What follows belongs to an exercise in optimizing a design on an open flow for small area; a production flow would make more cautious choices.
Where RTL was checked, it was by simulation tests only, not by an equivalence proof against the original.

==> 09-19 <==
==> flow/design.v (excerpt) <==
module magnitude_wrapper(
	input aclk,
	input aresetn,
	input s_i_data_valid,
	output reg s_o_data_ready,
	input [31:0] s_i_data,
	output reg m_o_data_valid,
	input m_i_data_ready,
	output [31:0] m_o_data
    );
==> flow/config.mk <==
export PLATFORM = sky130hd
export DESIGN_NAME = magnitude_wrapper
export DESIGN_NICKNAME = magnitude_wrapper
export VERILOG_FILES = /design/flow/design.v
export SDC_FILE = /design/flow/constraint.sdc
export NUM_CORES = 4
export LEC_CHECK = 0
export CAP_MARGIN = 20
export CORE_MARGIN = 2
export CORE_UTILIZATION = 40
export SLEW_MARGIN = 20
export SYNTH_HIERARCHICAL = 1
export SYNTH_MINIMUM_KEEP_SIZE = 0
==> flow/constraint.sdc <==
create_clock -name core_clock -period 10.0 [get_ports {aclk}]
set_input_delay 2.0000 -clock core_clock [delete_from_list [all_inputs] [get_ports {aclk}]]
set_output_delay 2.0000 -clock core_clock [all_outputs]
set_load 0.01 [all_outputs]
standard.sh (not shown) runs the stock make flow with config.mk's settings and CLKGATE_MAP_FILE= SYNTH_SCRIPT=/design/flow/synth_recipe.tcl, a recipe that flattens the netlist after the stock synthesis.
==> flow/flow/run.sh <==
#!/bin/bash
# Standard layout, but the port buffers are the smallest plain buffer and
# the clock tree uses smaller buffers without dummy loads.
set -euo pipefail
export BUFFER_PORTS_ARGS="-buffer_cell sky130_fd_sc_hd__buf_1"
export CTS_ARGS="-sink_clustering_enable -repair_clock_nets -dont_use_dummy_load -buf_list sky130_fd_sc_hd__clkbuf_8"
bash standard.sh finish > standard_flow.log 2>&1
==> 03-02 (differences from 09-19) <==
--- a/flow/design.v
+++ b/flow/design.v
@@ -45,16 +45,16 @@
 	output [31:0] m_o_data
     );
 	reg start, ack;
 	reg f2, f3;
 	reg [15:0] a_re, a_im;
 	reg [31:0] p;         
 	reg [31:0] cn;        
-	reg pc_11, cnc_11;
-	wire tc_11, cvc_11, cdc_11;
+	reg pc_12, cnc_12;
+	wire tc_12, cvc_12, cdc_12;
 	reg pc_21, cnc_21;
 	wire tc_21, cvc_21, cdc_21;
 	wire acc = s_i_data_valid & ~ack;
 	wire [15:0] xn;       
 	wire [31:0] t;        
 	wire [31:0] cv;       
 	wire [31:0] mo;
@@ -111,15 +111,15 @@
 	assign t[25] = s_686;
 	assign t[26] = s_698;
 	assign t[27] = s_707;
 	assign t[28] = s_716;
 	assign t[29] = s_722;
 	assign t[30] = s_728;
 	assign t[31] = s_798;
-	assign tc_11 = c_762;
+	assign tc_12 = c_765;
 	assign tc_21 = c_792;
 	p_a222oi uc0 (.a1(ld_t), .a2(t[0]), .b1(ld_p), .b2(p[0]), .c1(hold), .c2(cv[0]), .y(cd[0]));
 	p_inv ui0 (.a(cn[0]), .y(cv[0]));
 	p_a222oi uc1 (.a1(ld_t), .a2(t[1]), .b1(ld_p), .b2(p[1]), .c1(hold), .c2(cv[1]), .y(cd[1]));
 	p_inv ui1 (.a(cn[1]), .y(cv[1]));
 	p_a222oi uc2 (.a1(ld_t), .a2(t[2]), .b1(ld_p), .b2(p[2]), .c1(hold), .c2(cv[2]), .y(cd[2]));
 	p_inv ui2 (.a(cn[2]), .y(cv[2]));
@@ -177,29 +177,30 @@
 	p_inv ui28 (.a(cn[28]), .y(cv[28]));
 	p_a222oi uc29 (.a1(ld_t), .a2(t[29]), .b1(ld_p), .b2(p[29]), .c1(hold), .c2(cv[29]), .y(cd[29]));
 	p_inv ui29 (.a(cn[29]), .y(cv[29]));
 	p_a222oi uc30 (.a1(ld_t), .a2(t[30]), .b1(ld_p), .b2(p[30]), .c1(hold), .c2(cv[30]), .y(cd[30]));
 	p_inv ui30 (.a(cn[30]), .y(cv[30]));
 	p_a222oi uc31 (.a1(ld_t), .a2(t[31]), .b1(ld_p), .b2(p[31]), .c1(hold), .c2(cv[31]), .y(cd[31]));
 	p_inv ui31 (.a(cn[31]), .y(cv[31]));
-	p_a222oi ucc11 (.a1(ld_t), .a2(tc_11), .b1(ld_p), .b2(pc_11), .c1(hold), .c2(cvc_11), .y(cdc_11));
-	p_inv uic11 (.a(cnc_11), .y(cvc_11));
+	p_a222oi ucc12 (.a1(ld_t), .a2(tc_12), .b1(ld_p), .b2(pc_12), .c1(hold), .c2(cvc_12), .y(cdc_12));
+	p_inv uic12 (.a(cnc_12), .y(cvc_12));
 	p_a222oi ucc21 (.a1(ld_t), .a2(tc_21), .b1(ld_p), .b2(pc_21), .c1(hold), .c2(cvc_21), .y(cdc_21));
 	p_inv uic21 (.a(cnc_21), .y(cvc_21));
 	assign mo[0] = cv[0];
 	assign mo[1] = cv[1];
 	assign mo[2] = cv[2];
 	assign mo[3] = cv[3];
 	assign mo[4] = cv[4];
 	assign mo[5] = cv[5];
 	assign mo[6] = cv[6];
 	assign mo[7] = cv[7];
 	assign mo[8] = cv[8];
 	assign mo[9] = cv[9];
 	assign mo[10] = cv[10];
+	assign mo[11] = cv[11];
 	assign m_o_data = mo;
 	wire dg_1;
 	wire dg_3;
 	wire dg_5;
 	wire dg_7;
 	wire dg_9;
 	wire dg_11;
@@ -687,15 +688,14 @@
 	wire e_824;
 	wire e_826;
 	wire e_828;
 	wire e_830;
 	wire e_832;
 	wire e_834;
 	wire e_836;
-	wire e_838;
   p_inv u2 (.a(xn[0]), .y(dg_1));
   p_inv u4 (.a(xn[1]), .y(dg_3));
   p_inv u6 (.a(xn[2]), .y(dg_5));
   p_inv u8 (.a(xn[3]), .y(dg_7));
   p_inv u10 (.a(xn[4]), .y(dg_9));
   p_inv u12 (.a(xn[5]), .y(dg_11));
   p_inv u14 (.a(xn[6]), .y(dg_13));
@@ -856,15 +856,15 @@
   p_and2 u324 (.a(p[25]), .b(pm), .y(pm_323));
   p_and2 u326 (.a(p[26]), .b(pm), .y(pm_325));
   p_and2 u328 (.a(p[27]), .b(pm), .y(pm_327));
   p_and2 u330 (.a(p[28]), .b(pm), .y(pm_329));
   p_and2 u332 (.a(p[29]), .b(pm), .y(pm_331));
   p_and2 u334 (.a(p[30]), .b(pm), .y(pm_333));
   p_and2 u336 (.a(p[31]), .b(pm), .y(pm_335));
-  p_and2 u338 (.a(pc_11), .b(pm), .y(pmc_337));
+  p_and2 u338 (.a(pc_12), .b(pm), .y(pmc_337));
   p_and2 u340 (.a(pc_21), .b(pm), .y(pmc_339));
   p_fa u343 (.a(pm_277), .b(dg_3), .c(pp_33), .s(s_341), .co(c_342));
   p_fa u346 (.a(pm_279), .b(pp_35), .c(c_342), .s(s_344), .co(c_345));
   p_fa u349 (.a(pm_281), .b(dg_5), .c(pp_37), .s(s_347), .co(c_348));
   p_fa u352 (.a(pp_63), .b(s_347), .c(c_345), .s(s_350), .co(c_351));
   p_fa u355 (.a(pm_283), .b(pp_39), .c(pp_65), .s(s_353), .co(c_354));
   p_fa u358 (.a(c_348), .b(s_353), .c(c_351), .s(s_356), .co(c_357));
@@ -883,37 +883,37 @@
   p_fa u397 (.a(c_381), .b(s_389), .c(s_392), .s(s_395), .co(c_396));
   p_fa u400 (.a(c_384), .b(s_395), .c(c_387), .s(s_398), .co(c_399));
   p_fa u403 (.a(pm_293), .b(dg_11), .c(pp_121), .s(s_401), .co(c_402));
   p_fa u406 (.a(pp_141), .b(pp_49), .c(pp_75), .s(s_404), .co(c_405));
   p_fa u409 (.a(pp_99), .b(c_390), .c(s_401), .s(s_407), .co(c_408));
   p_fa u412 (.a(s_404), .b(c_393), .c(s_407), .s(s_410), .co(c_411));
   p_fa u415 (.a(c_396), .b(s_410), .c(c_399), .s(s_413), .co(c_414));
-  p_fa u418 (.a(pm_295), .b(pmc_337), .c(pp_101), .s(s_416), .co(c_417));
-  p_fa u421 (.a(pp_123), .b(pp_143), .c(pp_51), .s(s_419), .co(c_420));
-  p_fa u424 (.a(pp_77), .b(c_402), .c(c_405), .s(s_422), .co(c_423));
-  p_fa u427 (.a(s_416), .b(s_419), .c(c_408), .s(s_425), .co(c_426));
-  p_fa u430 (.a(s_422), .b(c_411), .c(s_425), .s(s_428), .co(c_429));
-  p_fa u433 (.a(pm_297), .b(dg_13), .c(pp_103), .s(s_431), .co(c_432));
-  p_fa u436 (.a(pp_125), .b(pp_145), .c(pp_163), .s(s_434), .co(c_435));
-  p_fa u439 (.a(pp_53), .b(pp_79), .c(c_417), .s(s_437), .co(c_438));
-  p_fa u442 (.a(c_420), .b(s_431), .c(s_434), .s(s_440), .co(c_441));
-  p_fa u445 (.a(c_423), .b(s_437), .c(s_440), .s(s_443), .co(c_444));
-  p_fa u448 (.a(c_426), .b(s_443), .c(c_429), .s(s_446), .co(c_447));
+  p_fa u418 (.a(pm_295), .b(pp_101), .c(pp_123), .s(s_416), .co(c_417));
+  p_fa u421 (.a(pp_143), .b(pp_51), .c(pp_77), .s(s_419), .co(c_420));
+  p_fa u424 (.a(c_402), .b(c_405), .c(s_416), .s(s_422), .co(c_423));
+  p_fa u427 (.a(s_419), .b(c_408), .c(s_422), .s(s_425), .co(c_426));
+  p_fa u430 (.a(c_411), .b(s_425), .c(c_414), .s(s_428), .co(c_429));
+  p_fa u433 (.a(pm_297), .b(pmc_337), .c(dg_13), .s(s_431), .co(c_432));
+  p_fa u436 (.a(pp_103), .b(pp_125), .c(pp_145), .s(s_434), .co(c_435));
+  p_fa u439 (.a(pp_163), .b(pp_53), .c(pp_79), .s(s_437), .co(c_438));
+  p_fa u442 (.a(c_417), .b(s_431), .c(c_420), .s(s_440), .co(c_441));
+  p_fa u445 (.a(s_434), .b(s_437), .c(c_423), .s(s_443), .co(c_444));
+  p_fa u448 (.a(s_440), .b(c_426), .c(s_443), .s(s_446), .co(c_447));
   p_fa u451 (.a(pm_299), .b(pp_105), .c(pp_127), .s(s_449), .co(c_450));
   p_fa u454 (.a(pp_147), .b(pp_165), .c(pp_55), .s(s_452), .co(c_453));
   p_fa u457 (.a(pp_81), .b(c_432), .c(c_435), .s(s_455), .co(c_456));
-  p_fa u460 (.a(s_449), .b(s_452), .c(c_438), .s(s_458), .co(c_459));
+  p_fa u460 (.a(c_438), .b(s_449), .c(s_452), .s(s_458), .co(c_459));
   p_fa u463 (.a(c_441), .b(s_455), .c(s_458), .s(s_461), .co(c_462));
   p_fa u466 (.a(c_444), .b(s_461), .c(c_447), .s(s_464), .co(c_465));
   p_fa u469 (.a(pm_301), .b(dg_15), .c(pp_107), .s(s_467), .co(c_468));
   p_fa u472 (.a(pp_129), .b(pp_149), .c(pp_167), .s(s_470), .co(c_471));
   p_fa u475 (.a(pp_183), .b(pp_57), .c(pp_83), .s(s_473), .co(c_474));
   p_fa u478 (.a(c_450), .b(c_453), .c(s_467), .s(s_476), .co(c_477));
   p_fa u481 (.a(s_470), .b(s_473), .c(c_456), .s(s_479), .co(c_480));
-  p_fa u484 (.a(s_476), .b(c_459), .c(s_479), .s(s_482), .co(c_483));
+  p_fa u484 (.a(c_459), .b(s_476), .c(s_479), .s(s_482), .co(c_483));
   p_fa u487 (.a(c_462), .b(s_482), .c(c_465), .s(s_485), .co(c_486));
   p_fa u490 (.a(pm_303), .b(pp_109), .c(pp_131), .s(s_488), .co(c_489));
   p_fa u493 (.a(pp_151), .b(pp_169), .c(pp_185), .s(s_491), .co(c_492));
   p_fa u496 (.a(pp_59), .b(pp_85), .c(c_468), .s(s_494), .co(c_495));
   p_fa u499 (.a(c_471), .b(c_474), .c(s_488), .s(s_497), .co(c_498));
   p_fa u502 (.a(s_491), .b(c_477), .c(s_494), .s(s_500), .co(c_501));
   p_fa u505 (.a(s_497), .b(c_480), .c(s_500), .s(s_503), .co(c_504));
@@ -999,59 +999,58 @@
   p_ha u745 (.a(c_741), .b(s_350), .s(s_743), .co(c_744));
   p_ha u748 (.a(c_744), .b(s_356), .s(s_746), .co(c_747));
   p_ha u751 (.a(c_747), .b(s_365), .s(s_749), .co(c_750));
   p_ha u754 (.a(c_750), .b(s_374), .s(s_752), .co(c_753));
   p_ha u757 (.a(c_753), .b(s_386), .s(s_755), .co(c_756));
   p_ha u760 (.a(c_756), .b(s_398), .s(s_758), .co(c_759));
   p_ha u763 (.a(c_759), .b(s_413), .s(s_761), .co(c_762));
-  p_ha u766 (.a(s_428), .b(c_414), .s(s_764), .co(c_765));
-  p_ha u769 (.a(s_446), .b(c_765), .s(s_767), .co(c_768));
+  p_ha u766 (.a(c_762), .b(s_428), .s(s_764), .co(c_765));
+  p_ha u769 (.a(s_446), .b(c_429), .s(s_767), .co(c_768));
   p_ha u772 (.a(s_464), .b(c_768), .s(s_770), .co(c_771));
   p_ha u775 (.a(s_485), .b(c_771), .s(s_773), .co(c_774));
   p_ha u778 (.a(s_506), .b(c_774), .s(s_776), .co(c_777));
   p_fa u781 (.a(s_530), .b(c_507), .c(c_777), .s(s_779), .co(c_780));
   p_fa u784 (.a(c_531), .b(s_551), .c(c_780), .s(s_782), .co(c_783));
   p_fa u787 (.a(c_552), .b(s_572), .c(c_783), .s(s_785), .co(c_786));
   p_fa u790 (.a(c_573), .b(s_590), .c(c_786), .s(s_788), .co(c_789));
   p_fa u793 (.a(s_608), .b(c_591), .c(c_789), .s(s_791), .co(c_792));
   p_xor2 u795 (.a(pm_335), .b(dg_31), .y(s_794));
   p_xor2 u797 (.a(s_794), .b(c_726), .y(s_796));
   p_xor2 u799 (.a(s_796), .b(c_729), .y(s_798));
-  p_ha u801 (.a(cv[11]), .b(cvc_11), .s(mo[11]), .co(e_800));
-  p_ha u803 (.a(cv[12]), .b(e_800), .s(mo[12]), .co(e_802));
-  p_ha u805 (.a(cv[13]), .b(e_802), .s(mo[13]), .co(e_804));
-  p_ha u807 (.a(cv[14]), .b(e_804), .s(mo[14]), .co(e_806));
-  p_ha u809 (.a(cv[15]), .b(e_806), .s(mo[15]), .co(e_808));
-  p_ha u811 (.a(cv[16]), .b(e_808), .s(mo[16]), .co(e_810));
-  p_ha u813 (.a(cv[17]), .b(e_810), .s(mo[17]), .co(e_812));
-  p_ha u815 (.a(cv[18]), .b(e_812), .s(mo[18]), .co(e_814));
-  p_ha u817 (.a(cv[19]), .b(e_814), .s(mo[19]), .co(e_816));
-  p_ha u819 (.a(cv[20]), .b(e_816), .s(mo[20]), .co(e_818));
-  p_fa u821 (.a(cv[21]), .b(cvc_21), .c(e_818), .s(mo[21]), .co(e_820));
-  p_ha u823 (.a(cv[22]), .b(e_820), .s(mo[22]), .co(e_822));
-  p_ha u825 (.a(cv[23]), .b(e_822), .s(mo[23]), .co(e_824));
-  p_ha u827 (.a(cv[24]), .b(e_824), .s(mo[24]), .co(e_826));
-  p_ha u829 (.a(cv[25]), .b(e_826), .s(mo[25]), .co(e_828));
-  p_ha u831 (.a(cv[26]), .b(e_828), .s(mo[26]), .co(e_830));
-  p_ha u833 (.a(cv[27]), .b(e_830), .s(mo[27]), .co(e_832));
-  p_ha u835 (.a(cv[28]), .b(e_832), .s(mo[28]), .co(e_834));
-  p_ha u837 (.a(cv[29]), .b(e_834), .s(mo[29]), .co(e_836));
-  p_ha u839 (.a(cv[30]), .b(e_836), .s(mo[30]), .co(e_838));
-  p_xor2 u840 (.a(cv[31]), .b(e_838), .y(mo[31]));
+  p_ha u801 (.a(cv[12]), .b(cvc_12), .s(mo[12]), .co(e_800));
+  p_ha u803 (.a(cv[13]), .b(e_800), .s(mo[13]), .co(e_802));
+  p_ha u805 (.a(cv[14]), .b(e_802), .s(mo[14]), .co(e_804));
+  p_ha u807 (.a(cv[15]), .b(e_804), .s(mo[15]), .co(e_806));
+  p_ha u809 (.a(cv[16]), .b(e_806), .s(mo[16]), .co(e_808));
+  p_ha u811 (.a(cv[17]), .b(e_808), .s(mo[17]), .co(e_810));
+  p_ha u813 (.a(cv[18]), .b(e_810), .s(mo[18]), .co(e_812));
+  p_ha u815 (.a(cv[19]), .b(e_812), .s(mo[19]), .co(e_814));
+  p_ha u817 (.a(cv[20]), .b(e_814), .s(mo[20]), .co(e_816));
+  p_fa u819 (.a(cv[21]), .b(cvc_21), .c(e_816), .s(mo[21]), .co(e_818));
+  p_ha u821 (.a(cv[22]), .b(e_818), .s(mo[22]), .co(e_820));
+  p_ha u823 (.a(cv[23]), .b(e_820), .s(mo[23]), .co(e_822));
+  p_ha u825 (.a(cv[24]), .b(e_822), .s(mo[24]), .co(e_824));
+  p_ha u827 (.a(cv[25]), .b(e_824), .s(mo[25]), .co(e_826));
+  p_ha u829 (.a(cv[26]), .b(e_826), .s(mo[26]), .co(e_828));
+  p_ha u831 (.a(cv[27]), .b(e_828), .s(mo[27]), .co(e_830));
+  p_ha u833 (.a(cv[28]), .b(e_830), .s(mo[28]), .co(e_832));
+  p_ha u835 (.a(cv[29]), .b(e_832), .s(mo[29]), .co(e_834));
+  p_ha u837 (.a(cv[30]), .b(e_834), .s(mo[30]), .co(e_836));
+  p_xor2 u838 (.a(cv[31]), .b(e_836), .y(mo[31]));
 	always @(posedge aclk) begin
 		start <= acc | (start & ~ack & aresetn);
 		s_o_data_ready <= acc | (s_o_data_ready & aresetn);
 		ack <= start;
 		f2 <= acc & start;
 		f3 <= f2;
 		if (m_i_data_ready) m_o_data_valid <= ack;
 		else if (!aresetn) m_o_data_valid <= 1'b0;
 		a_re <= s_i_data[15:0];
 		if (acc) a_im <= s_i_data[31:16];
 		p <= t;
 		cn <= cd;
-		pc_11 <= tc_11;
-		cnc_11 <= cdc_11;
+		pc_12 <= tc_12;
+		cnc_12 <= cdc_12;
 		pc_21 <= tc_21;
 		cnc_21 <= cdc_21;
 	end
 endmodule
==> flow/run.sh (new file) <==
#!/bin/bash
# synth_recipe.tcl (not shown) runs the flow's synth.tcl, then flattens the netlist and writes it again
# the make line also repeats each setting of config.mk as NAME=value (left out here)
make -C /OpenROAD-flow-scripts/flow DESIGN_CONFIG=/design/flow/config.mk WORK_HOME=/design/flow/orfs CLKGATE_MAP_FILE= SYNTH_SCRIPT=/design/flow/synth_recipe.tcl finish
removed: flow/flow/run.sh
removed: flow/standard.sh
==> out/qor.csv <==
metric,value,unit
p_clk_frac,0.119,
power_density,362,nW/µm²
status,"complete, no violations",
p_seq,0.680,mW
[end of results for 03-02]
==> out/qor.csv <==
metric,value,unit
status,"complete, no violations",
power_density,361,nW/µm²
p_seq,0.681,mW
p_clk_frac,0.076,
cts_buffers,9,
[end of results for 09-19]
Only the layout flow was run in 09-19; the RTL was not checked for function there.

static timing again, ports no longer ideal:
The results above use ideal ports. As a check the final layouts listed here were re-extracted and re-timed, cells and wires unchanged. Step 1 sets driving cells, clkbuf_16 on the clock port and buf_2 on the other inputs (assumed; they add their load-dependent delay and slew). Step 2 moves the port delays by t, midway between the first and last clock arrival at a register: inputs arrive t later, outputs are due t later. That takes back most of the time a late clock gives input paths. Slacks: no drivers / after step 1 / after step 2; pairs: no drivers / after step 1.
| run | shift t [ns] | setup WS [ns] | worst data-port slew with drivers (ns) | cell pins on the clock port's net |
|---|---|---|---|---|
| 09-19 | 0.409 | 0.508 / 0.523 / 0.114 | 0.04 | 1 |
| 03-02 | 0.400 | 0.343 / 0.363 / -0.037 | 0.04 | 1 |
With both steps, setup timing fails in 03-02, where it was met with ideal ports. For 09-19, which loses most, drivers alone change the setup slack by +0.015 ns; drivers and shift together by -0.394 ns.
